From an optimization exercise on the open Yosys and OpenROAD flow, aimed at small area, a short achievable clock period and few clock cycles; shortcuts taken in it are not production practice.
Function was checked by simulation only, so behaviour that the tests miss may differ from the original.
No activity file was given, so power comes from the tool's default toggle rates.

==> flow/design.v <==
`timescale 1ns/10ps
module LBP ( clk, reset, gray_addr, gray_req, gray_data, lbp_addr, lbp_write, lbp_data, finish);
input   	clk;
input   	reset;
output  [5:0] 	gray_addr;
output        	gray_req;
input   	[7:0] 	gray_data;
output reg [5:0] 	lbp_addr;
output reg 		lbp_write;
output reg [7:0] 	lbp_data;
output reg 	finish;
reg [5:0] cnt;
wire [2:0] r = cnt[5:3];
wire [2:0] c = cnt[2:0];
assign gray_addr = cnt;
assign gray_req  = 1'b1;
always @(posedge clk or posedge reset)
begin
	if (reset) begin
		cnt <= 6'd0;
		finish <= 1'b0;
	end else begin
		cnt <= cnt + 6'd1;
		if (cnt == 6'd63) finish <= 1'b1;
	end
end
always @(posedge clk)
begin
	lbp_write <= !finish && (r >= 3'd2) && (c >= 3'd2);
end
reg [7:0] s1, s2, s3, s4, s5, s6, s7, s8, s9;
wire [7:0] n = gray_data;     
wire [7:0] a = ~s9;           
wire [7:0] b = ~s8;           
wire [7:0] cc = ~s7;          
wire [7:0] d = ~s1;           
always @(posedge clk)
begin
	s1 <= ~n; s2 <= s1; s3 <= s2; s4 <= s3; s5 <= s4;
	s6 <= s5; s7 <= s6; s8 <= s7; s9 <= s8;
end
reg [3:0] l0_1, l0_2, l0_3, l0_4, l0_5, l0_6, l0_7, l0_8, l0_9;
reg [1:0] l5;
reg       l6;
function [1:0] cmp;   
	input [7:0] x, y;
	reg [7:0] g, p;
	reg [3:0] g2, p2;
	reg [1:0] g4, p4;
	begin
		g = x & ~y;
		p = x | ~y;
		g2 = {g[7] | p[7] & g[6], g[5] | p[5] & g[4], g[3] | p[3] & g[2], g[1] | p[1] & g[0]};
		p2 = {g[7] | p[7] & p[6], g[5] | p[5] & p[4], g[3] | p[3] & p[2], g[1] | p[1] & p[0]};
		g4 = {g2[3] | p2[3] & g2[2], g2[1] | p2[1] & g2[0]};
		p4 = {g2[3] | p2[3] & p2[2], g2[1] | p2[1] & p2[0]};
		cmp = {g4[1] | p4[1] & g4[0], g4[1] | p4[1] & p4[0]};
	end
endfunction
wire [1:0] ca = cmp(a, n), cb = cmp(b, n), cc2 = cmp(cc, n), cd = cmp(d, n), cba = cmp(b, a);
wire a_ge = ca[0], n_ge_a = ~ca[1];
wire b_ge = cb[0], n_ge_b = ~cb[1];
wire c_ge = cc2[0], n_ge_c = ~cc2[1];
wire d_ge = cd[0];
wire b_ge_a = cba[0];
always @(posedge clk)
begin
	l0_1 <= {d_ge, c_ge, b_ge, a_ge};
	l0_2 <= l0_1; l0_3 <= l0_2; l0_4 <= l0_3; l0_5 <= l0_4;
	l0_6 <= l0_5; l0_7 <= l0_6; l0_8 <= l0_7; l0_9 <= l0_8;
	l5 <= {l5[0], n_ge_c};
	l6 <= n_ge_b;
	lbp_data <= {n_ge_a, l6, l5[1], b_ge_a, l0_9};
	lbp_addr <= {r - 3'd1, c - 3'd1};
end
endmodule
clock: 4.0 ns
lec_check: 0
cap_margin: 20
core_margin: 2
core_utilization: 55
cts_buf_list: sky130_fd_sc_hd__clkbuf_8 sky130_fd_sc_hd__clkbuf_4
cts_cluster_diameter: 100
cts_cluster_size: 40
setup_slack_margin: 2.3
slew_margin: 20
standard.sh (not shown) runs the stock make flow with config.mk's settings and CLKGATE_MAP_FILE= SYNTH_SCRIPT=/design/flow/synth_recipe.tcl, a recipe that flattens the netlist after the stock synthesis.
==> flow/flow/run.sh <==
#!/bin/bash
# The standard layout, with plain buf_2 cells as the port buffers and a
# clkbuf_16 root and clkbuf_4 leaves in the clock tree, without dummy loads.
set -euo pipefail
export BUFFER_PORTS_ARGS="-buffer_cell sky130_fd_sc_hd__buf_2"
export CTS_ARGS="-sink_clustering_enable -repair_clock_nets -sink_clustering_size 50 -sink_clustering_max_diameter 100 -buf_list {sky130_fd_sc_hd__clkbuf_4} -root_buf sky130_fd_sc_hd__clkbuf_16 -dont_use_dummy_load"
bash standard.sh > standard.log 2>&1
Testbench counts at the start, summed over its fixed seeds: cycles 4,160.
==> next run, changes <==
- CORE_UTILIZATION: 55 -> 65
- CTS_BUF_LIST: sky130_fd_sc_hd__clkbuf_8 sky130_fd_sc_hd__clkbuf_4 -> unset
- CTS_CLUSTER_DIAMETER: 100 -> unset
- CTS_CLUSTER_SIZE: 40 -> unset
- GPL_ROUTABILITY_DRIVEN: unset -> 0
The changed run completed with no timing, DRC or antenna violations.
Clock-buffer cell count is unchanged.
Total power increases slightly.
Combinational power increases by a few percent.
Sequential cell count stays the same.
Worst hold slack improves by 22 ps.
Cell count decreases slightly.
Utilization increases by 11 points.
Fmax barely changes.
==> next run, changes <==
==> flow/flow/run.sh (replaced) <==
#!/bin/bash
# The standard layout, with plain buf_2 cells as the port buffers and a
# clkbuf_16 root and clkbuf_4 leaves in the clock tree, without dummy loads.
set -euo pipefail
export BUFFER_PORTS_ARGS="-buffer_cell sky130_fd_sc_hd__buf_2"
export CTS_ARGS="-sink_clustering_enable -repair_clock_nets -sink_clustering_size 50 -sink_clustering_max_diameter 100 -buf_list {sky130_fd_sc_hd__clkbuf_4} -root_buf sky130_fd_sc_hd__clkbuf_8 -dont_use_dummy_load"
bash standard.sh > standard.log 2>&1
- CORE_UTILIZATION: 65 -> 55
- CTS_BUF_LIST: unset -> sky130_fd_sc_hd__clkbuf_8 sky130_fd_sc_hd__clkbuf_4
- CTS_CLUSTER_DIAMETER: unset -> 100
- CTS_CLUSTER_SIZE: unset -> 40
- GPL_ROUTABILITY_DRIVEN: 0 -> unset
=> Hold slack loses 22 ps. Synthesized cell count does not change. Final area hardly moves. Area after synthesis is unchanged. Total power fell slightly.

port drivers added, routing unchanged:
Ports are ideal in the flow. The routed layouts listed here were re-timed in OpenROAD. Step 1 assumes that a clkbuf_16 drives the clock port and a buf_2 every other input. Step 2 adds t to the input delays and takes it off the output delays; t is the mean of the earliest and latest rising clock arrival at the registers after step 1. Input paths then give back, and output paths get back, about the clock's delay inside the block. Slacks: no drivers / after step 1 / after step 2; pairs: no drivers / after step 1.
| run | t, ns | slack for setup (ns) | clock arrival spread, ns | cell pins on the clock port's net |
|---|---|---|---|---|
| the first run | 0.356 | 2.330 / 2.294 / 1.996 | 0.048 / 0.048 | 1 |
| the second run | 0.365 | 2.335 / 2.298 / 2.011 | 0.039 / 0.039 | 1 |
| the third run | 0.390 | 2.319 / 2.288 / 1.955 | 0.049 / 0.050 | 1 |
After both steps every run listed still meets setup and hold. For the third run, which loses most, drivers alone change the setup slack by -0.031 ns; drivers and shift together by -0.364 ns.
